Context: an optimization exercise on an open-source flow, tuned for small area. The choices shown serve that exercise and are no tape-out recipe. In this exercise RTL edits were held to simulation tests only and were not proved equivalent to the original. Power and IR drop assume default switching activity.

[flow/design.v]
module rf_aoi222 (input logic a1, a2, b1, b2, c1, c2, output logic y);
  assign y = ~((a1 & a2) | (b1 & b2) | (c1 & c2));
endmodule
module rf_nand2 (input logic a, b, output logic y);
  assign y = ~(a & b);
endmodule
module rf_nand3 (input logic a, b, c, output logic y);
  assign y = ~(a & b & c);
endmodule
module rf_nand4 (input logic a, b, c, d, output logic y);
  assign y = ~(a & b & c & d);
endmodule
module rf_or2 (input logic a, b, output logic y);
  assign y = a | b;
endmodule
module rf_or3 (input logic a, b, c, output logic y);
  assign y = a | b | c;
endmodule
module rf_or4 (input logic a, b, c, d, output logic y);
  assign y = a | b | c | d;
endmodule
module rf_mux_bit #(parameter int N = 34) (
  input  logic [N-1:0] s,
  input  logic [N-1:0] d,
  output logic         y
);
  localparam int A3 = N / 3;                 
  localparam int G1 = A3 + N % 3;            
  localparam int G2 = (G1 + 3) / 4;          
  logic [G1-1:0] l1;                         
  logic [G2-1:0] l2;                         
  genvar g;
  generate
    for (g = 0; g < G1; g++) begin : g_l1
      if (g < A3) begin : g3
        rf_aoi222 u (.a1(s[3*g]), .a2(d[3*g]), .b1(s[3*g+1]), .b2(d[3*g+1]),
                     .c1(s[3*g+2]), .c2(d[3*g+2]), .y(l1[g]));
      end else begin : g1
        rf_nand2 u (.a(s[3*A3+g-A3]), .b(d[3*A3+g-A3]), .y(l1[g]));
      end
    end
    for (g = 0; g < G2; g++) begin : g_l2
      if (4 * g + 3 < G1) begin : g4
        rf_nand4 u (.a(l1[4*g]), .b(l1[4*g+1]), .c(l1[4*g+2]), .d(l1[4*g+3]), .y(l2[g]));
      end else if (4 * g + 2 < G1) begin : g3
        rf_nand3 u (.a(l1[4*g]), .b(l1[4*g+1]), .c(l1[4*g+2]), .y(l2[g]));
      end else begin : g2
        rf_nand2 u (.a(l1[4*g]), .b(l1[4*g+1]), .y(l2[g]));
      end
    end
    if (G2 == 4) begin : g_o4
      rf_or4 u (.a(l2[0]), .b(l2[1]), .c(l2[2]), .d(l2[3]), .y(y));
    end else if (G2 == 3) begin : g_o3
      rf_or3 u (.a(l2[0]), .b(l2[1]), .c(l2[2]), .y(y));
    end else begin : g_o2
      rf_or2 u (.a(l2[0]), .b(l2[1]), .y(y));
    end
  endgenerate
endmodule
module rf_mux #(parameter int N = 34) (
  input  logic [N-1:0]    s,
  input  logic [N*32-1:0] d,                 
  output logic [31:0]     y
);
  genvar b, i;
  generate
    for (b = 0; b < 32; b++) begin : g_bit
      logic [N-1:0] col;
      for (i = 0; i < N; i++) begin : g_col
        assign col[i] = d[32*i + b];
      end
      rf_mux_bit #(.N(N)) u (.s(s), .d(col), .y(y[b]));
    end
  endgenerate
endmodule
module Core (
  input  logic        clock,
  input  logic        reset,
  output logic [31:0] imem_addr,
  input  logic [31:0] imem_rdata,
  output logic        dmem_req,
  output logic [31:0] dmem_addr,
  input  logic [31:0] dmem_rdata,
  output logic        wb_valid,
  output logic [4:0]  wb_addr,
  output logic [31:0] wb_data
);
  localparam logic [1:0] C_LOAD = 2'b00;
  localparam logic [1:0] C_OPIMM = 2'b01;
  localparam logic [1:0] C_JAL = 2'b10;
  localparam logic [1:0] C_OP = 2'b11;
  logic [29:0] pc;
  logic        d_v;
  logic [1:0]  d_cls;
  logic [31:7] d_f;
  logic        e_v;
  logic [1:0]  e_cls;
  logic [4:0]  e_rd;
  logic [31:12] e_f;
  logic [31:0] e_a;       
  logic        m_v;
  logic        m_ld;
  logic [4:0]  m_rd;
  logic [31:0] m_res;
  logic        w_v;
  logic [4:0]  w_rd;
  logic [31:0] w_data;
  logic [31:0] rf [1:31];
  logic [4:0] d_rs1, d_rs2, d_rd;
  logic d_op, d_opimm, d_load, d_jal;
  assign d_rs1 = d_f[19:15];
  assign d_rs2 = d_f[24:20];
  assign d_rd  = d_f[11:7];
  assign d_op    = d_v & (d_cls == C_OP);
  assign d_opimm = d_v & (d_cls == C_OPIMM);
  assign d_load  = d_v & (d_cls == C_LOAD);
  assign d_jal   = d_v & (d_cls == C_JAL);
  logic e_load;
  assign e_load = e_v & (e_cls == C_LOAD);
  logic wbh1, wbh2, lu1, lu2;
  assign wbh1 = (d_rs1 == w_rd) & (d_rs1 != e_rd) & (d_rs1 != m_rd) & w_v & (w_rd != 5'd0);
  assign wbh2 = (d_rs2 == w_rd) & (d_rs2 != e_rd) & (d_rs2 != m_rd) & w_v & (w_rd != 5'd0);
  assign lu1  = e_load & (d_rs1 == e_rd);
  assign lu2  = e_load & (d_rs2 == e_rd);
  logic stall, flush;
  assign stall = (d_op & (wbh1 | wbh2 | lu1 | lu2)) | ((d_opimm | d_load) & (wbh1 | lu1));
  assign flush = e_v & (e_cls == C_JAL);
  logic fa_m, fa_w, fb_m, fb_w;
  assign fa_m = (d_op | d_opimm) & (d_rs1 == e_rd) & (e_rd != 5'd0) & e_v;
  assign fa_w = (d_op | d_opimm) & (d_rs1 == m_rd) & (m_rd != 5'd0) & m_v & ~fa_m;
  assign fb_m = d_op & (d_rs2 == e_rd) & (e_rd != 5'd0) & e_v;
  assign fb_w = d_op & (d_rs2 == m_rd) & (m_rd != 5'd0) & m_v & ~fb_m;
  logic [31:0]      alu, w_next;
  logic [33:0]      ra_s;
  logic [34*32-1:0] ra_d;
  logic [31:0]      rs1_val;
  always_comb begin
    for (int k = 1; k < 32; k++) begin
      ra_s[k-1] = (d_rs1 == k) & ~d_jal & ~fa_m & ~fa_w;
      ra_d[32*(k-1) +: 32] = rf[k];
    end
    ra_s[31] = d_jal;
    ra_d[32*31 +: 32] = {pc, 2'b00};
    ra_s[32] = fa_m;
    ra_d[32*32 +: 32] = alu;
    ra_s[33] = fa_w;
    ra_d[32*33 +: 32] = w_next;
  end
  rf_mux #(.N(34)) u_rd_a (.s(ra_s), .d(ra_d), .y(rs1_val));
  logic [4:0] e_rs2;
  logic e_jal;
  assign e_rs2 = e_f[24:20];
  assign e_jal = e_v & (e_cls == C_JAL);
  logic e_fbm, e_fbw;     
  logic [29:0] jal_off;   
  assign jal_off = {{12{e_f[31]}}, e_f[19:12], e_f[20], e_f[30:22]} - 30'd1;
  logic [31:0] op_a, op_b, imm;
  assign op_a = e_a;
  assign imm = (e_cls == C_JAL) ? {jal_off, 2'b00} : {{20{e_f[31]}}, e_f[31:20]};
  logic [33:0]      rb_s;
  logic [34*32-1:0] rb_d;
  always_comb begin
    for (int k = 1; k < 32; k++) begin
      rb_s[k-1] = (e_rs2 == k) & (e_cls == C_OP) & ~e_fbm & ~e_fbw;
      rb_d[32*(k-1) +: 32] = rf[k];
    end
    rb_s[31] = e_fbm;
    rb_d[32*31 +: 32] = m_res;
    rb_s[32] = e_fbw;
    rb_d[32*32 +: 32] = w_data;
    rb_s[33] = (e_cls != C_OP);
    rb_d[32*33 +: 32] = imm;
  end
  rf_mux #(.N(34)) u_rd_b (.s(rb_s), .d(rb_d), .y(op_b));
  logic sub, slt, lt;
  logic [31:0] sum;
  assign sub = (e_cls == C_OP) & (e_f[30] | e_f[13]);
  assign slt = (e_cls == C_OP) & e_f[13];
  assign sum = op_a + (sub ? ~op_b : op_b) + {31'd0, sub};
  assign lt  = (op_a[31] ^ op_b[31]) ? op_a[31] : sum[31];
  assign alu = slt ? {31'd0, lt} : sum;
  always_ff @(posedge clock) begin
    if (reset)
      pc <= 30'd0;
    else if (flush)
      pc <= sum[31:2];
    else if (!stall)
      pc <= pc + 30'd1;
  end
  always_ff @(posedge clock) begin
    d_v <= ~(reset | flush);
    if (!stall) begin
      d_cls <= imem_rdata[5:4];
      d_f   <= imem_rdata[31:7];
    end
  end
  logic e_go;
  assign e_go = d_v & ~stall & ~flush & ~reset;
  always_ff @(posedge clock) begin
    e_v   <= e_go;
    e_rd  <= e_go ? d_rd : 5'd0;
    e_cls <= d_cls;
    e_f   <= d_f[31:12];
    e_a   <= rs1_val;
    e_fbm <= fb_m;
    e_fbw <= fb_w;
  end
  always_ff @(posedge clock) begin
    m_v   <= e_v;
    m_ld  <= (e_cls == C_LOAD);
    m_rd  <= e_rd;
    m_res <= e_jal ? e_a : alu;
  end
  assign w_next = m_ld ? dmem_rdata : m_res;
  always_ff @(posedge clock) begin
    w_v    <= m_v;
    w_rd   <= m_rd;
    w_data <= w_next;
  end
  logic [31:0] rf_wdata;
  assign rf_wdata = reset ? 32'd0 : w_data;
  genvar i;
  generate
    for (i = 1; i < 32; i++) begin : g_rf
      always_ff @(posedge clock) begin
        if (reset | (w_v & (w_rd == i)))
          rf[i] <= rf_wdata;
      end
    end
  endgenerate
  assign imem_addr = {pc, 2'b00};
  assign dmem_req  = m_v & m_ld;
  assign dmem_addr = m_res;
  assign wb_valid  = w_v;
  assign wb_addr   = w_rd;
  assign wb_data   = w_data;
endmodule
[flow/flow/run.sh]
#!/bin/bash
# Layout flow: the standard ORFS flow, with two changes of how the layout
# is built (the design, clock period and constraints are unchanged):
#  - ports are buffered with the smallest buffer cell instead of the default;
#  - clock tree synthesis clusters more sinks per leaf buffer and inserts no
#    dummy loads.
# Each tool's full output stays in orfs/logs/ (ORFS's own per-step logs) and
# the make output in flow_make.log, both in this work folder.
set -euo pipefail
export BUFFER_PORTS_ARGS="-buffer_cell sky130_fd_sc_hd__buf_1"
export CTS_ARGS="-sink_clustering_enable -repair_clock_nets -dont_use_dummy_load -sink_clustering_size 30 -sink_clustering_max_diameter 60 -buf_list sky130_fd_sc_hd__clkbuf_16"
bash standard.sh > flow_make.log 2>&1
[flow/standard.sh]
#!/bin/bash
# synth_recipe.tcl (not shown) runs the flow's synth.tcl, then flattens the netlist and writes it again
# the make line also repeats each setting of config.mk as NAME=value (left out here)
make -C /OpenROAD-flow-scripts/flow DESIGN_CONFIG=/design/flow/config.mk WORK_HOME=/design/flow/orfs CLKGATE_MAP_FILE= SYNTH_SCRIPT=/design/flow/synth_recipe.tcl "${@:-finish}"
[flow/config.mk]
export PLATFORM = sky130hd
export DESIGN_NAME = Core
export DESIGN_NICKNAME = Core
export VERILOG_FILES = /design/flow/design.v
export SDC_FILE = /design/flow/constraint.sdc
export NUM_CORES = 4
export LEC_CHECK = 0
export CAP_MARGIN = 20
export CORE_MARGIN = 2
export CORE_UTILIZATION = 50
export PLACE_DENSITY = 0.6
export SLEW_MARGIN = 20
export SYNTH_HIERARCHICAL = 1
[flow/constraint.sdc]
create_clock -name core_clock -period 8.0 [get_ports {clock}]
set_input_delay 1.6000 -clock core_clock [delete_from_list [all_inputs] [get_ports {clock}]]
set_output_delay 1.6000 -clock core_clock [all_outputs]
set_load 0.01 [all_outputs]
==> metrics.yaml, run 1 <==
power:
  p_per_area_nw_per_um2: 276.2
  swShare_pct: 28.65
  switchingPower_mw: 4.363
  p_leak_nw: 18.42
  power_frac_seq_pct: 57.7
  clkPwrFrac_pct: 26.8
  p_comb_share_pct: 15.5
  finalPower_mw: 15.23
  irDropWorstVdd_uv: 152.4
  intPower_mw: 10.86
drt:
  dr.pass1.iters: 14
  vias: 38190
  routed_wirelength_um: 191000
  drcViolationCount: 0
  drt_iter0_drc: 9484
  ant_nets: 0
  post_drt_wl_per_cell_um: 39.80
  viasPerCell: 7.957
hold_path:
  hold_depth: 0
  worstHoldStart: "d_f[30]"
  hold_path.class: "register to register"
  whs_endpoint: "e_f[30]"
synthesis:
  synth_largest_area_cell: "edfxtp_1"
  yosysTopAreaCellShare_pct: 62.13
  yosys.cell_count.top_type: "edfxtp_1"
  synthTopCellsByCount: "1019 x edfxtp_1, 704 x a222oi_1, 208 x nand4_1"
  synthFlopType: "edfxtp_1"
  ys_ff_latch: 1189
  avgSynthCellArea_um2: 15.45
  synth_edf_count: 1019
  synth.distinct_cells: 74
  seq_area_frac_synth_pct: 69.04
  synth.top_cells.by_area: "edfxtp_1 62%, a222oi_1 14%, dfxtp_1 6.9%, nand4_1 2.6%, xnor2_1 1.6%"
  synthArstFlopShare_pct: 0
  yosys_warnings: 8
  netlist_instances: 3187
  netlist_area_um2: 49250
sta:
  fin_worst_skew_ns: 0.07642
  finalMaxSlewViolations: 0
  fin_ws_ns: 0.8981
  worst_pin_slew_ns: 1.166
  relSlewSlack_pct: 22.25
  fin_crit_sh_pct: 88.77
  fin_crit_ns: 7.102
  setup_violations: 0
  rsz0062_at_grt: "no"
  finalHoldViolCount: 0
  hold-worst-slack_ns: 0.3445
  fmax_ghz: 0.1408
  tns_ns: 0
clock_network:
  cts_buffers: 93
  postCtsSetupRepairBufs: 0
  hold_buffers: 0
  tritoncts: "built"
  cts-htree-levels: 3
  clock_path_buffers: 3
  cts_sinks: 1189
  clk_latency_ns: 0.72
  root_buffer: "clkbuf_16"
  cts_resized: 0
  path_clk_slew_ns: 0.09
finish:
  stdcell_area_um2: 55140
  syn2layout_area_growth_pct: 11.94
  post-route-util_pct: 56.27
  final_cells: 4799
  drive_above_1_share_pct: 12.35
  finalNetCount: 3611
floorplanning:
  coreArea_um2: 97990
  die_h_um: 317.9
  start_util_pct: 50.26
  rows: 115
  dieArea_um2: 101000
  num_io_pins: 169
  die_w_um: 317.9
placed_design:
  dp_hpwl_um: 116900
  dp_slack_ns: 1.228
  routabilityCongestion: 0.9654
  port_buffers: 161
  post_dp_cell_area_um2: 52690
  dp.cells: 4699
setup_path:
  critPathKind: "register to register"
  cp.required_ns: 8.57
  endpoint_kind: "register"
  worstReg2RegStart: "e_fbm"
  reg2reg_to: "e_a[22]"
  cp.arrival_ns: 7.67
  r2r_slack_ns: 0.90
  crit_path_start_kind: "register"
  cp_max_fo: 33
  r2r_cells: 22
outcome:
  status: "timing/DRC/antenna clean"
grt:
  overflow: 0
  antenna_found_initial: 24
  grt_pass1_vias: 36310
  grt_pass1_wl_um: 263200
  grtUsageTotal_pct: 36.36
  grt_max_degree: 57
flow_run:
  cap_violations: 0
-- per-module statistics from Yosys, one instance, submodules excluded, a selection --
module	cells	copies in the design
rf_aoi222	1	704
rf_or3	1	64
rf_nand2	1	64
rf_nand4	1	192
Core	2163	1
-- critical path: stages, from the launching register on --
cell	delay [ns]
dfxtp_1	0.35
buf_4	0.54
nor4b_1	0.13
buf_4	0.20
nand2_1	0.19
nor2_2	0.04
buf_4	0.34
a222oi_1	0.46
nand4_1	0.28
or3_1	0.60
nand2_1	0.21
o21ai_0	0.13
fa_1	0.47
a211oi_1	0.41
o21ai_0	0.25
a22oi_1	0.53
and2_1	0.25
a21o_1	0.17
xor2_1	0.34
nor2_1	0.09
a222oi_1	0.32
nand4_1	0.29
or3_1	0.37
-- metal layers --
layer | part of all wire [%] | track usage (%)
met5 | 0.054 | 0
met4 | 4.0 | 14.49
met3 | 16 | 11.99
met2 | 43 | 54.32
met1 | 36 | 49.22
-- power by group through the flow --
stage	logic [mW]	registers [mW]	clock network, mW
floorplan	1.27	8.68	0
global placement	2.21	8.78	0
detailed placement	2.26	8.86	0
CTS	2.27	8.73	4.09
global route	2.48	8.86	4.31
finish	2.37	8.78	4.08
-- flip-flops by register name, summed over array words and instances, names as in the netlist, 5 cells and up --
signal,cells
rf,992
e_a,32
m_res,32
w_data,32
pc,30
d_f,25
e_f,20
e_rd,5
m_rd,5
w_rd,5
-- cell families after synthesis --
kind of cell / Yosys count / synth area share (%)
AOI/OAI and AO/OA: 926 / 17.54
xor gates and xnor gates: 127 / 2.258
adders and majority gates: 38 / 0.9755
buffers and inverters: 108 / 1.120
DFF: 1189 / 69.04
muxes: 43 / 0.9806
other: 1 / 0.007614
and+or+nand+nor: 755 / 8.078
-- layout by cell type (no fill, tap or decap), drive strengths merged, types with 28 or more instances in the layout --
master	n
nor2	146
a21o	28
mux2	42
nor2b	39
a222oi	704
buf	317
clkbuf	94
or3	72
nor3	32
dfxtp	170
and2	33
xnor2	89
xor2	38
nand2	146
edfxtp	1019
a21oi	39
a211oi	29
o21ai	36
nand4	208
ha	36
-- final cells by class --
type / instances / area [um^2]
Fill cell: 7764 / 42850
Sequential cell: 1189 / 34000
Multi-Input combinational cell: 1893 / 15240
Clock buffer: 93 / 2327
Timing Repair Buffer: 318 / 1889
Tap cell: 1287 / 1610
Inverter: 13 / 48.80
Antenna cell: 6 / 15.01
-- how the worst max path moves through the flow --
stage	start	to	slack, ns	cells past startpoint
finish	e_fbm	e_a[22]	0.90	22
global route	e_f[29]	e_a[24]	0.72	22
CTS	e_fbm	e_a[22]	1.19	22
detailed placement	e_fbm	e_a[22]	1.23	22
global placement	e_fbm	e_a[22]	1.19	22
floorplan	e_cls[0]	e_a[20]	1.87	19
==> run 2: changes to the inputs <==
--- a/flow/flow/run.sh
+++ b/flow/flow/run.sh
@@ -8,5 +8,5 @@
 # the make output in flow_make.log, both in this work folder.
 set -euo pipefail
 export BUFFER_PORTS_ARGS="-buffer_cell sky130_fd_sc_hd__buf_1"
-export CTS_ARGS="-sink_clustering_enable -repair_clock_nets -dont_use_dummy_load -sink_clustering_size 30 -sink_clustering_max_diameter 60 -buf_list sky130_fd_sc_hd__clkbuf_16"
+export CTS_ARGS="-sink_clustering_enable -repair_clock_nets -dont_use_dummy_load -sink_clustering_size 25 -sink_clustering_max_diameter 100 -buf_list sky130_fd_sc_hd__clkbuf_16"
 bash standard.sh > flow_make.log 2>&1
==> run 2 against run 1 <==
Synthesized cell count did not move. Cell count fell by 0.92%. First-iteration DRC count fell by 3.7%. Worst setup slack improved by 0.0067 ns. Total power fell by 6.8%. Routed wire length fell by 0.56%. Global-route usage fell by 0.12 points. Maximum frequency barely moved. Synthesized area did not move. Hold slack improved by 0.0096 ns. Largest power group unchanged.
==> metrics.yaml, run 2 <==
synthesis:
  synth.top_cells.by_area: "edfxtp_1 62%, a222oi_1 14%, dfxtp_1 6.9%, nand4_1 2.6%, xnor2_1 1.6%"
  yosysTopAreaCellShare_pct: 62.13  # unchanged
  synth_largest_area_cell: "edfxtp_1"
  seq_area_frac_synth_pct: 69.04  # unchanged
  synthFlopType: "edfxtp_1"
  netlist_area_um2: 49250  # unchanged
  yosys.cell_count.top_type: "edfxtp_1"
  synthTopCellsByCount: "1019 x edfxtp_1, 704 x a222oi_1, 208 x nand4_1"
  yosys_warnings: 8  # unchanged
  netlist_instances: 3187  # unchanged
  synthArstFlopShare_pct: 0  # unchanged
  avgSynthCellArea_um2: 15.45  # unchanged
  synth.distinct_cells: 74  # unchanged
  synth_edf_count: 1019  # unchanged
  ys_ff_latch: 1189  # unchanged
sta:
  tns_ns: 0  # unchanged
  finalHoldViolCount: 0  # unchanged
  worst_pin_slew_ns: 1.147  # -0.01931 ns
  rsz0062_at_grt: "no"
  fmax_ghz: 0.1409  # about the same
  fin_crit_ns: 7.095  # -0.006663 ns
  setup_violations: 0  # unchanged
  hold-worst-slack_ns: 0.3540  # +0.009573 ns
  relSlewSlack_pct: 23.54  # +1.3 points
  finalMaxSlewViolations: 0  # unchanged
  fin_worst_skew_ns: 0.06581  # -0.01061 ns
  fin_crit_sh_pct: 88.69  # about the same
drt:
  dr.pass1.iters: 14  # unchanged
  viasPerCell: 7.937  # -0.26%
  ant_nets: 0  # unchanged
  vias: 37740  # -1.2%
  drcViolationCount: 0  # unchanged
  post_drt_wl_per_cell_um: 39.94  # +0.36%
  drt_iter0_drc: 9136  # -3.7%
  routed_wirelength_um: 189900  # -0.56%
grt:
  overflow: 0  # unchanged
  antenna_found_initial: 25  # +4.2%
  grt_pass1_vias: 35900  # -1.1%
  grtUsageTotal_pct: 36.24  # -0.12 points
  grt_pass1_wl_um: 262500  # -0.26%
  grt_max_degree: 57  # unchanged
setup_path:
  cp_max_fo: 33  # unchanged
  crit_path_start_kind: "register"
  critPathKind: "register to register"
  endpoint_kind: "register"
  cp.arrival_ns: 7.67  # about the same
  cp.required_ns: 8.57  # about the same
floorplanning:
  die_w_um: 317.9  # unchanged
  die_h_um: 317.9  # unchanged
  start_util_pct: 50.26  # unchanged
  coreArea_um2: 97990  # unchanged
  dieArea_um2: 101000  # unchanged
  rows: 115  # unchanged
  num_io_pins: 169  # unchanged
clock_network:
  path_clk_slew_ns: 0.10  # about the same
  cts_sinks: 1189  # unchanged
  postCtsSetupRepairBufs: 0  # unchanged
  tritoncts: "built"
  clock_path_buffers: 3  # unchanged
  cts-htree-levels: 2  # -1
  root_buffer: "clkbuf_16"
  clk_latency_ns: 0.73  # about the same
  hold_buffers: 0  # unchanged
  cts_buffers: 53  # -43%
  cts_resized: 0  # unchanged
placed_design:
  routabilityCongestion: 0.9654  # unchanged
  port_buffers: 161  # unchanged
  dp.cells: 4699  # unchanged
  dp_hpwl_um: 116900  # unchanged
  post_dp_cell_area_um2: 52690  # unchanged
power:
  irDropWorstVdd_uv: 174.1  # +14%
  p_per_area_nw_per_um2: 262.2  # -5.1%
  p_leak_nw: 17.91  # -2.7%
finish:
  finalNetCount: 3570  # -1.1%
  final_common_cell: "edfxtp_1"
  final_cells: 4755  # -0.92%
  largest_reg_flops: 992  # unchanged
  largest-register: "rf"
  syn2layout_area_growth_pct: 9.867
  multi_input_area_um2: 15250  # about the same
  drive_above_1_share_pct: 11.31  # -1.0 points
  num-fill-cells: 7870  # +1.4%
  seq_area_um2: 34000  # unchanged
  stdcell_area_um2: 54110  # -1.9%
  final_cell_mix: "1019 x edfxtp_1, 704 x a222oi_1, 208 x nand4_1, 169 x dfxtp_1, 160 x buf_1"
outcome:
  status: "timing/DRC/antenna clean"
hold_path:
  hold_path.class: "register to register"
flow_run:
  cap_violations: 0  # unchanged
## run 2: cell type report
type / instances / share of cell area [%]
well taps: 1287 / 2.976
multi-input cells: 1893 / 28.18
inverters: 13 / 0.09018
repair buffers: 317 / 3.454
clock buffers: 53 / 2.451
flip-flops and latches: 1189 / 62.84
diodes: 3 / 0.01387
## run 2: through the flow
stage          utilization, %  setup slack [ns]  power [mW]
2_1_floorplan               -             1.867       9.956
3_3_place_gp            53.73             1.189       10.99
3_5_place_dp            53.77             1.228       11.12
4_1_cts                 55.13             1.156       14.06
5_1_grt                 55.22            0.6687       14.59
6_report                55.22            0.9048       14.19
## run 2: cell families after synthesis
group           synth area share [%]
simple gates                   8.078
compound gates                 17.54
mux                           0.9806
flops                          69.04
buf+inv                        1.120
other cells                 0.007614
xor+xnor                       2.258
fa+ha+maj                     0.9755
## run 2: Yosys stat by module (local to each module, per instance), a selection
module / flops+latches / cells
Core: 1189 / 2163
rf_aoi222: 0 / 1
rf_nand4: 0 / 1
rf_or3: 0 / 1
rf_nand2: 0 / 1
## run 2: worst max-delay path, cell delays in order (launching register included)
cell	delay, ns
dfxtp_1	0.36
buf_4	0.55
nor4b_1	0.13
buf_4	0.19
nand2_1	0.19
nor2_2	0.05
buf_4	0.35
a222oi_1	0.43
nand4_1	0.28
or3_1	0.59
nand2_1	0.20
o21ai_0	0.13
fa_1	0.46
a211oi_1	0.40
o21ai_0	0.25
a22oi_1	0.53
and2_1	0.26
a21o_1	0.17
xor2_1	0.36
nor2_1	0.09
a222oi_1	0.31
nand4_1	0.28
or3_1	0.37
## run 2: power breakdown
group	leakage, nW	internal, mW	switching, mW
Combinational	5.43	0.735	1.63
Sequential	11.8	8.08	0.687
Clock	0.653	1.18	1.87
Total	17.9	10.0	4.19
## run 2: worst paths after layout
path,from,end,slack [ns],cells after the start
max,e_fbm,e_a[22],0.90,22
max reg2reg,e_fbm,e_a[22],0.90,22
min reg2reg,d_f[31],e_f[31],0.35,0
min,d_f[31],e_f[31],0.35,0
## run 2: per-layer routing
metal | GRT usage [%] | vias up | routed length (um)
met5 | 0 | - | 133
met3 | 11.32 | 521 | 30050
li1 | - | 14950 | -
met4 | 14.16 | 20 | 7695
met1 | 49.53 | 18830 | 69420
met2 | 54.22 | 3417 | 82630
==> run 3: changes to the inputs <==
--- a/flow/config.mk
+++ b/flow/config.mk
@@ -5,9 +5,9 @@
 export SDC_FILE = /design/flow/constraint.sdc
 export NUM_CORES = 4
 export LEC_CHECK = 0
-export CAP_MARGIN = 20
+export CAP_MARGIN = 10
 export CORE_MARGIN = 2
 export CORE_UTILIZATION = 50
 export PLACE_DENSITY = 0.6
-export SLEW_MARGIN = 20
+export SLEW_MARGIN = 10
 export SYNTH_HIERARCHICAL = 1
==> run 3 against run 2 <==
Utilization barely moved. Hold slack got worse by 0.0012 ns. Routed wire length rose by 0.30%.
==> metrics.yaml, run 3 <==
synthesis:
  yosysTopAreaCellShare_pct: 62.13  # unchanged
  synth.top_cells.by_area: "edfxtp_1 62%, a222oi_1 14%, dfxtp_1 6.9%, nand4_1 2.6%, xnor2_1 1.6%"
  netlist_area_um2: 49250  # unchanged
  yosys.cell_count.top_type: "edfxtp_1"
  avgSynthCellArea_um2: 15.45  # unchanged
  synthArstFlopShare_pct: 0  # unchanged
  seq_area_frac_synth_pct: 69.04  # unchanged
  synth_largest_area_cell: "edfxtp_1"
  synthTopCellsByCount: "1019 x edfxtp_1, 704 x a222oi_1, 208 x nand4_1"
  synth.distinct_cells: 74  # unchanged
  synth_edf_count: 1019  # unchanged
  synthFlopType: "edfxtp_1"
  yosys_warnings: 8  # unchanged
  netlist_instances: 3187  # unchanged
  ys_ff_latch: 1189  # unchanged
sta:
  fmax_ghz: 0.1401  # -0.57%
  fin_worst_skew_ns: 0.05899  # -0.006823 ns
  fin_crit_ns: 7.136  # +0.04101 ns
  relSlewSlack_pct: 13.65  # -9.9 points
  setup_violations: 0  # unchanged
  fin_crit_sh_pct: 89.20  # +0.51 points
  tns_ns: 0  # unchanged
  finalHoldViolCount: 0  # unchanged
  worst_pin_slew_ns: 1.289  # +0.1425 ns
  finalMaxSlewViolations: 0  # unchanged
  rsz0062_at_grt: "no"
  hold-worst-slack_ns: 0.3529  # -0.001180 ns
setup_path:
  cp.arrival_ns: 7.71  # +0.04 ns
  critPathKind: "register to register"
  cp_max_fo: 33  # unchanged
  endpoint_kind: "register"
  r2r_cells: 22  # unchanged
  crit_path_start_kind: "register"
  cp.required_ns: 8.58  # about the same
grt:
  grt_pass1_wl_um: 262000  # -0.21%
  grt_max_degree: 57  # unchanged
  grtUsageTotal_pct: 36.18  # -0.060 points
  grt_pass1_vias: 35860  # -0.10%
  antenna_found_initial: 21  # -16%
  overflow: 0  # unchanged
power:
  p_per_area_nw_per_um2: 262.3  # about the same
  finalPower_mw: 14.19  # about the same
  p_leak_nw: 17.91  # about the same
  irDropWorstVdd_uv: 163.9  # -5.9%
floorplanning:
  die_w_um: 317.9  # unchanged
  dieArea_um2: 101000  # unchanged
  rows: 115  # unchanged
  start_util_pct: 50.26  # unchanged
  num_io_pins: 169  # unchanged
  die_h_um: 317.9  # unchanged
  coreArea_um2: 97990  # unchanged
clock_network:
  tritoncts: "built"
  cts-htree-levels: 2  # unchanged
  cts_buffers: 53  # unchanged
  root_buffer: "clkbuf_16"
  clk_latency_ns: 0.72  # about the same
  clock_path_buffers: 3  # unchanged
  hold_buffers: 0  # unchanged
  path_clk_slew_ns: 0.10  # about the same
  cts_resized: 0  # unchanged
  cts_sinks: 1189  # unchanged
  postCtsSetupRepairBufs: 0  # unchanged
drt:
  ant_nets: 0  # unchanged
  viasPerCell: 7.951  # +0.18%
  dr.pass1.iters: 14  # unchanged
  met2_length_um: 83590  # +1.2%
  routed-wl-met3_um: 30240  # +0.65%
  vias: 37810  # +0.20%
  met1Wirelength_um: 69490  # about the same
  top_layer: "met5"
  post_drt_wl_per_cell_um: 40.05  # +0.27%
  routed_wirelength_um: 190500  # +0.30%
  drt_iter0_drc: 9435  # +3.3%
  drcViolationCount: 0  # unchanged
finish:
  final_common_cell: "edfxtp_1"
  final_cell_mix: "1019 x edfxtp_1, 704 x a222oi_1, 208 x nand4_1, 169 x dfxtp_1, 160 x buf_1"
  largest_reg_flops: 992  # unchanged
  finalNetCount: 3571  # +0.028%
  stdcell_area_um2: 54100  # about the same
  largest-register: "rf"
  syn2layout_area_growth_pct: 9.831  # about the same
  drive_above_1_share_pct: 11.34  # +0.026 points
  post-route-util_pct: 55.21  # about the same
placed_design:
  post_dp_cell_area_um2: 52650  # about the same
  routabilityCongestion: 0.9654  # unchanged
  port_buffers: 161  # unchanged
  dp_hpwl_um: 117000  # about the same
flow_run:
  cap_violations: 0  # unchanged
outcome:
  status: "timing/DRC/antenna clean"
hold_path:
  hold_depth: 0  # unchanged
  hold_path.class: "register to register"
run 3: worst max-delay path: stages, from the launching register on:
cell,delay [ns]
dfxtp_1,0.35
buf_4,0.57
nor4b_1,0.12
buf_4,0.20
nand2_1,0.19
nor2_2,0.05
buf_4,0.34
a222oi_1,0.43
nand4_1,0.28
or3_1,0.60
nand2_1,0.20
o21ai_0,0.13
fa_1,0.46
a211oi_1,0.40
o21ai_0,0.26
a22oi_1,0.55
and2_1,0.26
a21o_1,0.18
xor2_1,0.34
nor2_1,0.09
a222oi_1,0.32
nand4_1,0.29
or3_1,0.37
run 3: logic make-up (layout without fill, tap and decap cells):
kind of cell	Yosys count	after routing	share of synthesized area, %
compound gates	926	926	17.54
xor+xnor	127	127	2.258
fa+ha+maj	38	38	0.9755
buf+inv	108	384	1.120
flops	1189	1189	69.04
mux	43	43	0.9806
other cells	1	7	0.007614
simple gates	755	755	8.078
run 3: layout make-up:
type	count	area [um^2]
diodes	3	7.507
clock buffers	53	1326
fillers	7799	43890
inverters	13	48.80
multi-input cells	1893	15210
flip-flops and latches	1189	34000
well taps	1287	1610
repair buffers	318	1884
run 3: report_power, final:
part | switching, mW | internal [mW] | total, mW | leakage (nW)
combinational | 1.63 | 0.732 | 2.37 | 5.42
clock | 1.87 | 1.18 | 3.06 | 0.653
sequential | 0.688 | 8.08 | 8.77 | 11.8
run 3: path summary, 6_finish.rpt:
path | startpoint | to | slack (ns)
worst max-delay path | e_fbm | e_a[22] | 0.86
worst min-delay path | d_f[29] | e_f[29] | 0.35
worst min register to register | d_f[29] | e_f[29] | 0.35
worst max register to register | e_fbm | e_a[22] | 0.86
run 3: metrics by stage:
| step | worst slack [ns] | instances |
|---|---|---|
| after floorplan | 1.867 | 3190 |
| after global placement | 1.189 | 4697 |
| after detailed placement | 1.221 | 4697 |
| after CTS | 1.151 | 4750 |
| after global routing | 0.7034 | 4753 |
| final | 0.8637 | 4756 |
run 3: per-module statistics from Yosys (local to each module, per instance), a selection:
module,times used,cell area [um^2],cells inside
rf_nand2,64,3.754,1
rf_or3,64,6.256,1
rf_aoi222,704,10.01,1
Core,1,40360,2163
rf_nand4,192,6.256,1
run 3: layer usage:
layer,vias to the layer above,GRT usage [%]
met4,10,13.86
met2,3445,54.44
met5,-,0
met1,18940,49.35
li1,14940,-
met3,477,11.20
==> run 4: changes to the inputs <==
==> flow/run.sh (new file) <==
#!/bin/bash
# synth_recipe.tcl (not shown) runs the flow's synth.tcl, then flattens the netlist and writes it again
# the make line also repeats each setting of config.mk as NAME=value (left out here)
make -C /OpenROAD-flow-scripts/flow DESIGN_CONFIG=/design/flow/config.mk WORK_HOME=/design/flow/orfs CLKGATE_MAP_FILE= SYNTH_SCRIPT=/design/flow/synth_recipe.tcl finish
--- a/flow/config.mk
+++ b/flow/config.mk
@@ -5,9 +5,11 @@
 export SDC_FILE = /design/flow/constraint.sdc
 export NUM_CORES = 4
 export LEC_CHECK = 0
-export CAP_MARGIN = 10
+export CAP_MARGIN = 20
 export CORE_MARGIN = 2
 export CORE_UTILIZATION = 50
+export CTS_CLUSTER_DIAMETER = 60
+export CTS_CLUSTER_SIZE = 30
 export PLACE_DENSITY = 0.6
-export SLEW_MARGIN = 10
+export SLEW_MARGIN = 20
 export SYNTH_HIERARCHICAL = 1
removed: flow/flow/run.sh
removed: flow/standard.sh
==> run 4 against run 3 <==
Worst setup slack worse by 0.27 ns. Largest power group unchanged. Clock skew down 0.026 ns. Clock power rose by 61%. Routed wire length decreased by 2.1%. Cell area grew 5.1%. Synthesized area unchanged. Sequential power about the same. Still clean. Global-route usage is 0.57 points lower. Critical endpoint is now e_a[31]. Highest routed layer unchanged. Non-clock buffer count down 10.
==> metrics.yaml, run 4 <==
outcome:
  status: "timing/DRC/antenna clean"
drt:
  viasPerCell: 7.855  # -1.2%
  dr.pass1.iters: 14  # unchanged
  post_drt_wl_per_cell_um: 38.42  # -4.1%
  drcViolationCount: 0  # unchanged
  drt_iter0_drc: 10280  # +9.0%
  vias: 38140  # +0.85%
  routed_wirelength_um: 186500  # -2.1%
  ant_nets: 0  # unchanged
finish:
  final_common_cell: "edfxtp_1"
  largest-register: "rf"
  drive_above_1_share_pct: 13.64  # +2.3 points
  syn2layout_area_growth_pct: 15.47
  largest_reg_flops: 992  # unchanged
  num-fill-cells: 7438  # -4.6%
  finalNetCount: 3593  # +0.62%
  final_cell_mix: "1019 x edfxtp_1, 704 x a222oi_1, 208 x nand4_1, 169 x dfxtp_1, 160 x clkdlybuf4s50_1"
floorplanning:
  start_util_pct: 50.26  # unchanged
  num_io_pins: 169  # unchanged
  die_w_um: 317.9  # unchanged
  dieArea_um2: 101000  # unchanged
  die_h_um: 317.9  # unchanged
  coreArea_um2: 97990  # unchanged
  rows: 115  # unchanged
sta:
  hold-worst-slack_ns: 0.3437  # -0.009163 ns
  fin_worst_skew_ns: 0.03313  # -0.02586 ns
  relSlewSlack_pct: 20.60  # +7.0 points
  fin_crit_sh_pct: 92.60  # +3.4 points
  finalMaxSlewViolations: 0  # unchanged
  worst_pin_slew_ns: 1.190  # -0.09970 ns
  setup_violations: 0  # unchanged
  tns_ns: 0  # unchanged
  fmax_ghz: 0.1350  # -3.7%
  finalHoldViolCount: 0  # unchanged
  fin_crit_ns: 7.408  # +0.2715 ns
  rsz0062_at_grt: "no"
clock_network:
  postCtsSetupRepairBufs: 0  # unchanged
  path_clk_slew_ns: 0.08  # -0.02 ns
  tritoncts: "built"
  cts_resized: 0  # unchanged
  cts_sinks: 1189  # unchanged
  clk_latency_ns: 0.72  # about the same
  clock_path_buffers: 3  # unchanged
  cts_buffers: 85  # +60%
  root_buffer: "clkbuf_16"
  hold_buffers: 0  # unchanged
  cts-htree-levels: 3  # +1
grt:
  grt_pass1_wl_um: 260300  # -0.64%
  grt_pass1_vias: 36750  # +2.5%
  overflow: 0  # unchanged
  antenna_found_initial: 16  # -24%
  grt_max_degree: 65  # +14%
  grtUsageTotal_pct: 35.61  # -0.57 points
setup_path:
  cp_max_fo: 20  # -39%
  cp.required_ns: 8.60  # +0.02 ns
  critPathKind: "register to register"
  crit_path_start_kind: "register"
  cp.arrival_ns: 8.00  # +0.29 ns
  endpoint_kind: "register"
synthesis:
  synthTopCellsByCount: "1019 x edfxtp_1, 704 x a222oi_1, 208 x nand4_1"
  yosys_warnings: 8  # unchanged
  synth.distinct_cells: 74  # unchanged
  yosysTopAreaCellShare_pct: 62.13  # unchanged
  yosys.cell_count.top_type: "edfxtp_1"
  synthFlopType: "edfxtp_1"
  ys_ff_latch: 1189  # unchanged
  netlist_instances: 3187  # unchanged
  synthArstFlopShare_pct: 0  # unchanged
  synth_edf_count: 1019  # unchanged
  synth.top_cells.by_area: "edfxtp_1 62%, a222oi_1 14%, dfxtp_1 6.9%, nand4_1 2.6%, xnor2_1 1.6%"
  seq_area_frac_synth_pct: 69.04  # unchanged
  netlist_area_um2: 49250  # unchanged
  synth_largest_area_cell: "edfxtp_1"
  avgSynthCellArea_um2: 15.45  # unchanged
power:
  finalPower_mw: 16.35  # +15%
  p_per_area_nw_per_um2: 287.4  # +9.6%
  p_leak_nw: 19.19  # +7.2%
  irDropWorstVdd_uv: 169.6  # +3.5%
placed_design:
  routabilityCongestion: 1.050  # +8.8%
  port_buffers: 161  # unchanged
  dp_hpwl_um: 113300  # -3.2%
flow_run:
  cap_violations: 0  # unchanged
hold_path:
  hold_path.class: "register to register"
run 4: modules after synthesis, one instance, submodules excluded, excerpt:
module	area (um^2)	copies in the design
Core	40360	1
rf_aoi222	10.01	704
rf_nand2	3.754	64
rf_nand4	6.256	192
rf_or3	6.256	64
run 4: stage by stage:
step | cell area (um^2) | util (%) | instances | setup slack (ns)
after floorplan | 49260 | - | 3190 | 1.867
after global placement | 53530 | 54.63 | 4690 | 1.037
after detailed placement | 53560 | 54.66 | 4690 | 0.9890
after CTS | 56780 | 57.95 | 4850 | 0.9812
after global routing | 56860 | 58.03 | 4850 | 0.3224
final | 56870 | 58.04 | 4855 | 0.5922
run 4: critical path: stages, from the launching register on:
cell	delay, ns
dfxtp_1	0.94
nor4_1	0.10
buf_4	0.20
nand2_1	0.31
nor2_2	0.27
buf_4	0.35
a222oi_1	0.40
nand4_1	0.41
or3_1	0.50
xnor2_1	0.14
ha_1	0.43
a21oi_1	0.28
nor2_1	0.06
a2111oi_0	0.67
o21ai_0	0.27
a21oi_2	0.34
o31ai_4	0.13
xnor2_1	0.43
nor2_1	0.08
a222oi_1	0.34
nand4_1	0.26
or3_1	0.37
run 4: power by group:
part	switching, mW	internal [mW]	leakage [nW]	total [mW]
combinational	1.68	0.936	5.81	2.62
clock	2.58	2.36	1.55	4.94
sequential	0.705	8.08	11.8	8.79
total	4.97	11.4	19.2	16.3
run 4: path summary, 6_finish.rpt:
path | start | endpoint | slack (ns) | cells after the start
max | e_fbm | e_a[31] | 0.59 | 21
max reg2reg | e_fbm | e_a[31] | 0.59 | 21
min | d_f[13] | e_f[13] | 0.34 | 0
min reg2reg | d_f[13] | e_f[13] | 0.34 | 0
run 4: cell families (layout without fill, tap and decap cells):
kind of cell,after synthesis,count (layout),synth area share [%]
adder cells (fa/ha/maj),38,38,0.9755
AO/OA/AOI/OAI,926,926,17.54
multiplexers,43,43,0.9806
AND/OR/NAND/NOR,755,755,8.078
buffers and inverters,108,481,1.120
XOR/XNOR,127,127,2.258
flip-flops,1189,1189,69.04
other,1,9,0.007614
run 4: cell type report:
type / instances / area, um^2 / area share (%)
Sequential cell: 1189 / 34000 / 59.79
Antenna cell: 5 / 12.51 / 0.02200
Inverter: 13 / 48.80 / 0.08580
Multi-Input combinational cell: 1893 / 15250 / 26.81
Clock inverter: 75 / 1097 / 1.929
Clock buffer: 85 / 2127 / 3.740
Timing Repair Buffer: 308 / 2725 / 4.791
Tap cell: 1287 / 1610 / 2.831
run 4: routing by layer:
metal	vias up	track usage, %	routed length, um
li1	15110	-	-
met1	18820	48.28	66360
met2	3634	53.24	81090
met3	565	11.69	31350
met4	10	13.99	7673
met5	-	0	58
==> run 5: changes to the inputs <==
--- a/flow/design.v
+++ b/flow/design.v
@@ -136,7 +136,7 @@
   logic [31:0]      rs1_val;
   always_comb begin
     for (int k = 1; k < 32; k++) begin
-      ra_s[k-1] = (d_rs1 == k) & ~d_jal & ~fa_m & ~fa_w;
+      ra_s[k-1] = (d_rs1 == 5'(k)) & ~d_jal & ~fa_m & ~fa_w;
       ra_d[32*(k-1) +: 32] = rf[k];
     end
     ra_s[31] = d_jal;
@@ -161,7 +161,7 @@
   logic [34*32-1:0] rb_d;
   always_comb begin
     for (int k = 1; k < 32; k++) begin
-      rb_s[k-1] = (e_rs2 == k) & (e_cls == C_OP) & ~e_fbm & ~e_fbw;
+      rb_s[k-1] = (e_rs2 == 5'(k)) & (e_cls == C_OP) & ~e_fbm & ~e_fbw;
       rb_d[32*(k-1) +: 32] = rf[k];
     end
     rb_s[31] = e_fbm;
@@ -176,7 +176,30 @@
   logic [31:0] sum;
   assign sub = (e_cls == C_OP) & (e_f[30] | e_f[13]);
   assign slt = (e_cls == C_OP) & e_f[13];
-  assign sum = op_a + (sub ? ~op_b : op_b) + {31'd0, sub};
+  logic [31:0] bx, g0, p0;
+  assign bx = sub ? ~op_b : op_b;
+  assign g0 = op_a & bx;
+  assign p0 = op_a ^ bx;
+  logic [31:0] G;       
+  always_comb begin
+    logic [31:0] g, p;
+    g = g0; p = p0;
+    g[0] = g0[0] | (p0[0] & sub);
+    for (int l = 0; l < 5; l++)
+      for (int i = 0; i < 32; i++)
+        if ((i + 1) % (2 << l) == 0) begin
+          g[i] = g[i] | (p[i] & g[i-(1<<l)]);
+          p[i] = p[i] & p[i-(1<<l)];
+        end
+    for (int l = 3; l >= 0; l--)
+      for (int i = 0; i < 32; i++)
+        if (i >= (3 << l) - 1 && (i + 1 - (3 << l)) % (2 << l) == 0) begin
+          g[i] = g[i] | (p[i] & g[i-(1<<l)]);
+          p[i] = p[i] & p[i-(1<<l)];
+        end
+    G = g;
+  end
+  assign sum = p0 ^ {G[30:0], sub};
   assign lt  = (op_a[31] ^ op_b[31]) ? op_a[31] : sum[31];
   assign alu = slt ? {31'd0, lt} : sum;
   always_ff @(posedge clock) begin
==> flow/flow/run.sh (new file) <==
#!/bin/bash
# Layout flow: the standard ORFS flow, with two changes of how the layout
# is built (the design, clock period and constraints are unchanged):
#  - ports are buffered with the smallest buffer cell instead of the default;
#  - clock tree synthesis clusters more sinks per leaf buffer and inserts no
#    dummy loads.
# Each tool's full output stays in orfs/logs/ (ORFS's own per-step logs) and
# the make output in flow_make.log, both in this work folder.
set -euo pipefail
export BUFFER_PORTS_ARGS="-buffer_cell sky130_fd_sc_hd__buf_1"
export CTS_ARGS="-sink_clustering_enable -repair_clock_nets -dont_use_dummy_load -sink_clustering_size 25 -sink_clustering_max_diameter 100 -buf_list sky130_fd_sc_hd__clkbuf_16"
bash standard.sh > flow_make.log 2>&1
==> flow/standard.sh (new file) <==
#!/bin/bash
# synth_recipe.tcl (not shown) runs the flow's synth.tcl, then flattens the netlist and writes it again
# the make line also repeats each setting of config.mk as NAME=value (left out here)
make -C /OpenROAD-flow-scripts/flow DESIGN_CONFIG=/design/flow/config.mk WORK_HOME=/design/flow/orfs CLKGATE_MAP_FILE= SYNTH_SCRIPT=/design/flow/synth_recipe.tcl "${@:-finish}"
--- a/flow/config.mk
+++ b/flow/config.mk
@@ -8,8 +8,6 @@
 export CAP_MARGIN = 20
 export CORE_MARGIN = 2
 export CORE_UTILIZATION = 50
-export CTS_CLUSTER_DIAMETER = 60
-export CTS_CLUSTER_SIZE = 30
 export PLACE_DENSITY = 0.6
 export SLEW_MARGIN = 20
 export SYNTH_HIERARCHICAL = 1
removed: flow/run.sh
==> run 5 against run 4 <==
Synthesized area decreased by 1.2%. Clock-buffer cell count decreased by 32. Maximum frequency is 3.6% lower. Register-to-register slack worse by 0.28 ns. Largest cell class unchanged. First-iteration DRC count fell by 4.9%. Still clean on timing, DRC and antenna. Non-clock buffer count is 4 lower.
==> metrics.yaml, run 5 <==
outcome:
  status: "timing/DRC/antenna clean"
sta:
  setup_violations: 0  # unchanged
  finalMaxSlewViolations: 0  # unchanged
  fin_crit_sh_pct: 96.09  # +3.5 points
  tns_ns: 0  # unchanged
  worst_pin_slew_ns: 1.208  # +0.01782 ns
  fin_crit_ns: 7.687  # +0.2793 ns
  finalHoldViolCount: 0  # unchanged
  fmax_ghz: 0.1301  # -3.6%
  rsz0062_at_grt: "no"
  relSlewSlack_pct: 19.41  # -1.2 points
  fin_worst_skew_ns: 0.03478  # +0.001652 ns
synthesis:
  synthFlopType: "edfxtp_1"
  synth.distinct_cells: 54  # -27%
  synth_top_family_by_area: "compound AO/OA/AOI/OAI gates"
  yosys.area_share.simple_pct: 7.651  # -0.43 points
  synth_xor_area_share_pct: 2.196  # -0.062 points
  synth_largest_area_cell: "edfxtp_1"
  synth_fa_ha_area_share_pct: 1.533  # +0.56 points
  synthArstFlopShare_pct: 0  # unchanged
  netlist_area_um2: 48650  # -1.2%
  yosysTopAreaCellShare_pct: 62.90  # +0.77 points
  synth_edf_count: 1019  # unchanged
  synthTopCellsByCount: "1019 x edfxtp_1, 704 x a222oi_1, 205 x nand4_1"
  ys_ff_latch: 1189  # unchanged
  synth.area.mux_share_pct: 1.499  # +0.52 points
  yosys_warnings: 8  # unchanged
  synth.top_cells.by_area: "edfxtp_1 63%, a222oi_1 14%, dfxtp_1 7.0%, nand4_1 2.6%, mux2_2 1.5%"
  synth_compound_area_share_pct: 16.18  # -1.4 points
  netlist_instances: 3025  # -5.1%
  yosys.cell_count.top_type: "edfxtp_1"
  avgSynthCellArea_um2: 16.08  # +4.1%
  seq_area_frac_synth_pct: 69.89  # +0.86 points
drt:
  ant_nets: 0  # unchanged
  drt_iter0_drc: 9781  # -4.9%
  drcViolationCount: 0  # unchanged
  post_drt_wl_per_cell_um: 39.30  # +2.3%
  routed_wirelength_um: 180000  # -3.5%
  viasPerCell: 7.923  # +0.87%
  vias: 36300  # -4.8%
  dr.pass1.iters: 14  # unchanged
power:
  p_per_area_nw_per_um2: 261.7  # -9.0%
  power_frac_seq_pct: 62.9  # +9.1 points
  irDropWorstVdd_uv: 180.5  # +6.4%
  clkPwrFrac_pct: 21.9  # -8.3 points
  switchingPower_mw: 4.002  # -19%
  intPower_mw: 9.978  # -12%
  swShare_pct: 28.63  # -1.8 points
  p_leak_nw: 17.89  # -6.7%
  p_comb_share_pct: 15.2  # -0.8 points
clock_network:
  path_clk_slew_ns: 0.11  # +0.03 ns
  cts-htree-levels: 2  # -1
  root_buffer: "clkbuf_16"
  clk_latency_ns: 0.69  # -0.03 ns
  hold_buffers: 0  # unchanged
  cts_sinks: 1189  # unchanged
  cts_buffers: 53  # -38%
  clock_path_buffers: 3  # unchanged
  tritoncts: "built"
setup_path:
  reg2reg_to: "e_a[31]"
  cp.required_ns: 8.56  # -0.04 ns
  endpoint_kind: "register"
  cp.arrival_ns: 8.25  # +0.25 ns
  cp_max_fo: 21  # +5.0%
  r2r_cells: 25  # +19%
  critPathKind: "register to register"
  r2r_slack_ns: 0.31  # -0.28 ns
  crit_path_start_kind: "register"
  worstReg2RegStart: "e_cls[0]"
floorplanning:
  rows: 114  # -0.87%
  start_util_pct: 50.38  # +0.11 points
  die_w_um: 315.9  # -0.61%
  die_h_um: 315.9  # -0.61%
  coreArea_um2: 96570  # -1.5%
  dieArea_um2: 99810  # -1.2%
  num_io_pins: 169  # unchanged
grt:
  grtUsageMet1_pct: 47.41  # -0.87 points
  busiest_layer: "met2"
  grt_pass1_vias: 35010  # -4.7%
  antenna_found_initial: 16  # unchanged
  grt_pass1_wl_um: 248400  # -4.6%
  gr-usage-met3_pct: 10.21  # -1.5 points
  gr-usage-met2_pct: 52.57  # -0.67 points
  grt_max_degree: 61  # -6.2%
  overflow: 0  # unchanged
  grtUsageTotal_pct: 34.91  # -0.70 points
finish:
  final_cell_mix: "1019 x edfxtp_1, 704 x a222oi_1, 205 x nand4_1, 168 x dfxtp_1, 160 x buf_1"
  largest-register: "rf"
  final_cells: 4581  # -5.6%
  largest_reg_flops: 992  # unchanged
  stdcell_area_um2: 53430  # -6.1%
  syn2layout_area_growth_pct: 9.825
  final_common_cell: "edfxtp_1"
  drive_above_1_share_pct: 12.45  # -1.2 points
  post-route-util_pct: 55.33  # -2.7 points
  finalNetCount: 3420  # -4.8%
placed_design:
  post_dp_cell_area_um2: 51890  # -3.1%
  routabilityCongestion: 0.9669  # -7.9%
  dp.cells: 4524  # -3.5%
  dp_hpwl_um: 112600  # -0.59%
  port_buffers: 161  # unchanged
hold_path:
  hold_path.class: "register to register"
  hold_depth: 0  # unchanged
  worstHoldStart: "d_f[14]"
  whs_endpoint: "e_f[14]"
flow_run:
  cap_violations: 0  # unchanged
## run 5: cell families after synthesis
logic type | after synthesis
AO/OA/AOI/OAI | 825
XOR/XNOR | 122
adder cells (fa/ha/maj) | 50
buffers and inverters | 92
flip-flops | 1189
multiplexers | 65
other | 1
AND/OR/NAND/NOR | 681
## run 5: worst max-delay path by stage
stage | startpoint | endpoint | slack, ns | cells after the start
6_report | e_cls[0] | e_a[31] | 0.31 | 25
4_1_cts | e_cls[0] | e_a[31] | 0.22 | 25
3_3_place_gp | e_cls[0] | e_a[0] | 0.01 | 27
5_1_grt | e_fbm | e_a[0] | 0.006 | 27
3_5_place_dp | e_cls[0] | e_a[31] | -0.08 | 25
2_1_floorplan | d_f[15] | e_a[0] | 0.61 | 12
## run 5: critical path: stages, from the launching register on
cell	delay, ns
dfxtp_1	0.47
nand2_1	0.17
nor4b_1	0.48
nand2_1	0.28
nor2_4	0.44
buf_4	0.48
a222oi_1	0.20
nand4_1	0.17
or3_1	0.19
o21ai_0	0.18
fa_1	0.49
a211oi_1	0.27
nor2_1	0.09
o31a_1	0.35
a211o_1	0.41
a31o_2	0.37
a31oi_1	0.15
nand3_1	0.17
o31ai_1	0.54
fa_1	0.30
xor2_1	0.26
xnor2_1	0.14
and2_1	0.18
a222oi_1	0.28
nand4_1	0.15
or3_1	0.32
## run 5: area by class of cell
| class | count | area (um^2) |
|---|---|---|
| timing repair buffer | 304 | 1694 |
| multi-input combinational | 1747 | 14770 |
| tap | 1276 | 1597 |
| clock buffer | 53 | 1326 |
| fill | 7646 | 43140 |
| sequential | 1189 | 34010 |
| inverter | 9 | 33.78 |
| antenna | 3 | 7.507 |
## run 5: power by group through the flow
stage	Clock, mW	Combinational [mW]	Sequential, mW
after detailed placement	0	2.03	8.89
after floorplan	0	1.11	8.70
after global placement	0	1.98	8.81
final	3.06	2.13	8.79
after CTS	3.06	2.03	8.75
after global routing	3.26	2.24	8.87
## run 5: layer usage
layer,part of all wire [%],up-vias
li1,-,14300
met1,36,18110
met2,44,3357
met3,16,527
met4,4.4,2
met5,0.0050,-
## run 5: through the flow
stage | setup WS [ns] | total power [mW] | hold WS [ns]
6_report | 0.3129 | 13.98 | 0.3539
5_1_grt | 0.006148 | 14.38 | 0.3625
4_1_cts | 0.2214 | 13.84 | 0.3534
3_5_place_dp | -0.07879 | 10.92 | 0.3269
3_3_place_gp | 0.01366 | 10.79 | 0.3351
2_1_floorplan | 0.6077 | 9.811 | 0.3233
## run 5: per-module statistics from Yosys, one instance, submodules excluded, a selection
| module | cells inside | flip-flops and latches |
|---|---|---|
| Core | 2001 | 1189 |
| rf_aoi222 | 1 | 0 |
| rf_nand4 | 1 | 0 |
| rf_or3 | 1 | 0 |
| rf_nand2 | 1 | 0 |
## run 5: what timing repair did
| item | 4_1_cts | 5_1_grt |
|---|---|---|
| setup endpoints to repair | 2 | 2 |
| gates resized for setup | 1 | 13 |
| buffers inserted | 0 | 0 |
| endpoints found under the hold margin | 0 | 0 |
| cloned | 0 | 0 |
==> run 6: changes to the inputs <==
--- a/flow/config.mk
+++ b/flow/config.mk
@@ -7,7 +7,7 @@
 export LEC_CHECK = 0
 export CAP_MARGIN = 20
 export CORE_MARGIN = 2
-export CORE_UTILIZATION = 50
-export PLACE_DENSITY = 0.6
+export CORE_UTILIZATION = 58
+export PLACE_DENSITY = 0.68
 export SLEW_MARGIN = 20
 export SYNTH_HIERARCHICAL = 1
==> run 6 against run 5 <==
Still clean. Sequential power about the same. Sequential share of layout area up 0.41 points. Combinational power about the same. Largest cell class unchanged. Highest routed layer unchanged.
==> metrics.yaml, run 6 <==
outcome:
  status: "timing/DRC/antenna clean"
synthesis:
  synthFlopType: "edfxtp_1"
  synthTopCellsByCount: "1019 x edfxtp_1, 704 x a222oi_1, 205 x nand4_1"
  yosys.cell_count.top_type: "edfxtp_1"
  synth.top_cells.by_area: "edfxtp_1 63%, a222oi_1 14%, dfxtp_1 7.0%, nand4_1 2.6%, mux2_2 1.5%"
  ys_ff_latch: 1189  # unchanged
  synth_largest_area_cell: "edfxtp_1"
  netlist_area_um2: 48650  # unchanged
  yosys_warnings: 8  # unchanged
  synth_edf_count: 1019  # unchanged
  synth.distinct_cells: 54  # unchanged
  avgSynthCellArea_um2: 16.08  # unchanged
  seq_area_frac_synth_pct: 69.89  # unchanged
  netlist_instances: 3025  # unchanged
  synthArstFlopShare_pct: 0  # unchanged
  yosysTopAreaCellShare_pct: 62.90  # unchanged
clock_network:
  hold_buffers: 0  # unchanged
  cts-htree-levels: 2  # unchanged
  path_clk_slew_ns: 0.10  # about the same
  tritoncts: "built"
  cts_sinks: 1189  # unchanged
  root_buffer: "clkbuf_16"
  clock_path_buffers: 3  # unchanged
  cts_buffers: 53  # unchanged
  cts_resized: 0  # -1
  postCtsSetupRepairBufs: 0  # unchanged
  clk_latency_ns: 0.68  # about the same
finish:
  final_cells: 4387  # -4.2%
  stdcell_area_um2: 53080  # -0.65%
  num-fill-cells: 5975  # -22%
  largest_reg_flops: 992  # unchanged
  finalNetCount: 3416  # -0.12%
  final_cell_mix: "1019 x edfxtp_1, 704 x a222oi_1, 205 x nand4_1, 169 x dfxtp_1, 160 x buf_1"
  largest-register: "rf"
  drive_above_1_share_pct: 12.22  # -0.23 points
  seq_area_um2: 34000  # about the same
  syn2layout_area_growth_pct: 9.115
  multi_input_area_um2: 14690  # -0.48%
  final_common_cell: "edfxtp_1"
setup_path:
  cp.arrival_ns: 7.99  # -0.26 ns
  slowest_stage: "or3_1"
  r2r_cells: 28  # +12%
  crit_path_start_kind: "register"
  worstReg2RegStart: "e_cls[0]"
  r2r_slack_ns: 0.56  # +0.25 ns
  critPathKind: "register to register"
  cp.required_ns: 8.55  # about the same
  endpoint_kind: "register"
  slowest_delay_ns: 0.48  # -0.06 ns
  cp_max_fo: 11  # -48%
  reg2reg_to: "e_a[31]"
sta:
  setup_violations: 0  # unchanged
  finalMaxSlewViolations: 0  # unchanged
  rsz0062_at_grt: "no"
  fin_crit_ns: 7.442  # -0.2454 ns
  relSlewSlack_pct: 19.61  # +0.20 points
  fmax_ghz: 0.1344  # +3.3%
  worst_pin_slew_ns: 1.206  # -0.001720 ns
  finalHoldViolCount: 0  # unchanged
  tns_ns: 0  # unchanged
  fin_ws_ns: 0.5582  # +0.2454 ns
  fin_worst_skew_ns: 0.04681  # +0.01202 ns
  fin_crit_sh_pct: 93.02  # -3.1 points
floorplanning:
  die_h_um: 293.6  # -7.1%
  coreArea_um2: 83290  # -14%
  dieArea_um2: 86210  # -14%
  die_w_um: 293.6  # -7.1%
  num_io_pins: 169  # unchanged
  start_util_pct: 58.41  # +8.0 points
  rows: 106  # -7.0%
power:
  swShare_pct: 28.55  # -0.080 points
  p_per_area_nw_per_um2: 263.2  # +0.58%
  switchingPower_mw: 3.988  # -0.35%
  p_comb_share_pct: 15.3  # about the same
  intPower_mw: 9.982  # about the same
  irDropWorstVdd_uv: 168.9  # -6.4%
  p_leak_nw: 17.89  # about the same
  power_frac_seq_pct: 63.0  # about the same
  clkPwrFrac_pct: 21.7  # -0.2 points
drt:
  ant_nets: 0  # unchanged
  post_drt_wl_per_cell_um: 39.58  # +0.71%
  dr.pass1.iters: 14  # unchanged
  viasPerCell: 8.325  # +5.1%
  vias: 36520  # +0.62%
  drcViolationCount: 0  # unchanged
  routed_wirelength_um: 173600  # -3.6%
  drt_iter0_drc: 9431  # -3.6%
placed_design:
  dp.cells: 4325  # -4.4%
  dp_hpwl_um: 106400  # -5.5%
  routabilityCongestion: 0.9575  # -0.97%
  post_dp_cell_area_um2: 51650  # -0.46%
  dp_slack_ns: 0.6929  # +0.7717 ns
  port_buffers: 161  # unchanged
grt:
  grt_pass1_wl_um: 241600  # -2.8%
  antenna_found_initial: 19  # +3
  grtUsageTotal_pct: 38.98  # +4.1 points
  overflow: 0  # unchanged
  grt_pass1_vias: 35120  # +0.32%
  grt_max_degree: 76  # +25%
hold_path:
  hold_path.class: "register to register"
  hold_depth: 0  # unchanged
  whs_endpoint: "e_f[30]"
  worstHoldStart: "d_f[30]"
flow_run:
  cap_violations: 0  # unchanged
-- run 6: stage by stage --
stage | hold WS [ns] | utilization [%] | total power, mW
6_report | 0.3533 | 63.73 | 13.97
5_1_grt | 0.3702 | 63.72 | 14.33
4_1_cts | 0.3558 | 63.60 | 13.82
3_5_place_dp | 0.3269 | 62.01 | 10.92
3_3_place_gp | 0.3342 | 61.97 | 10.75
2_1_floorplan | 0.3233 | - | 9.811
-- run 6: modules after synthesis, one instance, submodules excluded, a selection --
module     flops+latches  copies in the design  cells
Core                1189                     1   2001
rf_or3                 0                    64      1
rf_aoi222              0                   704      1
rf_nand4               0                   192      1
rf_nand2               0                    64      1
-- run 6: worst max-delay path: cells and delay by family, from the launching register on --
| family | cells | cell delay (ns) |
|---|---|---|
| xor gates and xnor gates | 2 | 0.43 |
| AOI/OAI and AO/OA | 9 | 2.69 |
| and+or+nand+nor | 12 | 2.53 |
| adders and majority gates | 2 | 0.76 |
| DFF | 1 | 0.37 |
| buffers and inverters | 3 | 0.54 |
-- run 6: cell families (layout without fill, tap and decap cells) --
logic type / after synthesis / in the layout / synth area share [%]
adders and majority gates: 50 / 50 / 1.533
xor gates and xnor gates: 122 / 122 / 2.196
other: 1 / 13 / 0.007708
buffers and inverters: 92 / 362 / 1.036
muxes: 65 / 65 / 1.499
DFF: 1189 / 1189 / 69.89
AOI/OAI and AO/OA: 825 / 825 / 16.18
and+or+nand+nor: 681 / 681 / 7.651
-- run 6: worst max path at each step --
stage	start	end	slack (ns)	depth (start not counted)
after global placement	e_cls[0]	e_a[31]	0.69	28
after floorplan	d_f[15]	e_a[0]	0.61	12
after CTS	e_cls[0]	e_a[31]	0.66	28
after detailed placement	e_cls[0]	e_a[31]	0.69	28
after global routing	e_cls[0]	e_a[0]	0.33	28
final	e_cls[0]	e_a[31]	0.56	28
-- run 6: final cells by class --
cell class	instances	area share (%)
clock buffers	53	2.498
multi-input cells	1747	27.68
diodes	9	0.04243
well taps	1080	2.546
flip-flops and latches	1189	64.06
inverters	9	0.06364
repair buffers	300	3.111
-- run 6: routing by layer --
layer | global-route usage [%] | vias up | part of all wire (%)
met1 | 52.99 | 17940 | 35
met4 | 16.24 | 6 | 4.7
met3 | 12.63 | 619 | 18
met5 | 0 | - | 0.020
li1 | - | 14310 | -
met2 | 58.24 | 3653 | 43
-- run 6: power groups by stage --
stage	logic [mW]	clock network, mW	registers [mW]
finish	2.13	3.03	8.80
global route	2.22	3.22	8.88
CTS	2.03	3.04	8.75
detailed placement	2.02	0	8.90
global placement	1.94	0	8.81
floorplan	1.11	0	8.70

static timing again, ports no longer ideal:
No port has a modelled driver above. Below, the same layouts with a new extraction and two added sets of constraints. Step 1 assumes that a clkbuf_16 drives the clock port and a buf_2 every other input. Step 2 adds t to the input delays and takes it off the output delays; t is the mean of the earliest and latest rising clock arrival at the registers after step 1. Input paths then give back, and output paths get back, about the clock's delay inside the block. Slacks: ideal ports / drivers / drivers and shift; pairs: ideal ports / drivers.
run	shift t [ns]	setup slack, ns	worst hold slack (ns)
run 1	0.744	0.898 / 0.898 / 0.898	0.344 / 0.344 / 0.344
run 2	0.760	0.905 / 0.905 / 0.905	0.354 / 0.354 / 0.354
run 3	0.760	0.864 / 0.864 / 0.864	0.353 / 0.353 / 0.353
run 4	0.774	0.592 / 0.592 / 0.592	0.344 / 0.344 / 0.344
run 5	0.742	0.313 / 0.313 / 0.313	0.354 / 0.354 / 0.354
run 6	0.720	0.558 / 0.558 / 0.558	0.353 / 0.353 / 0.353
After both steps setup and hold are still met in every run listed.
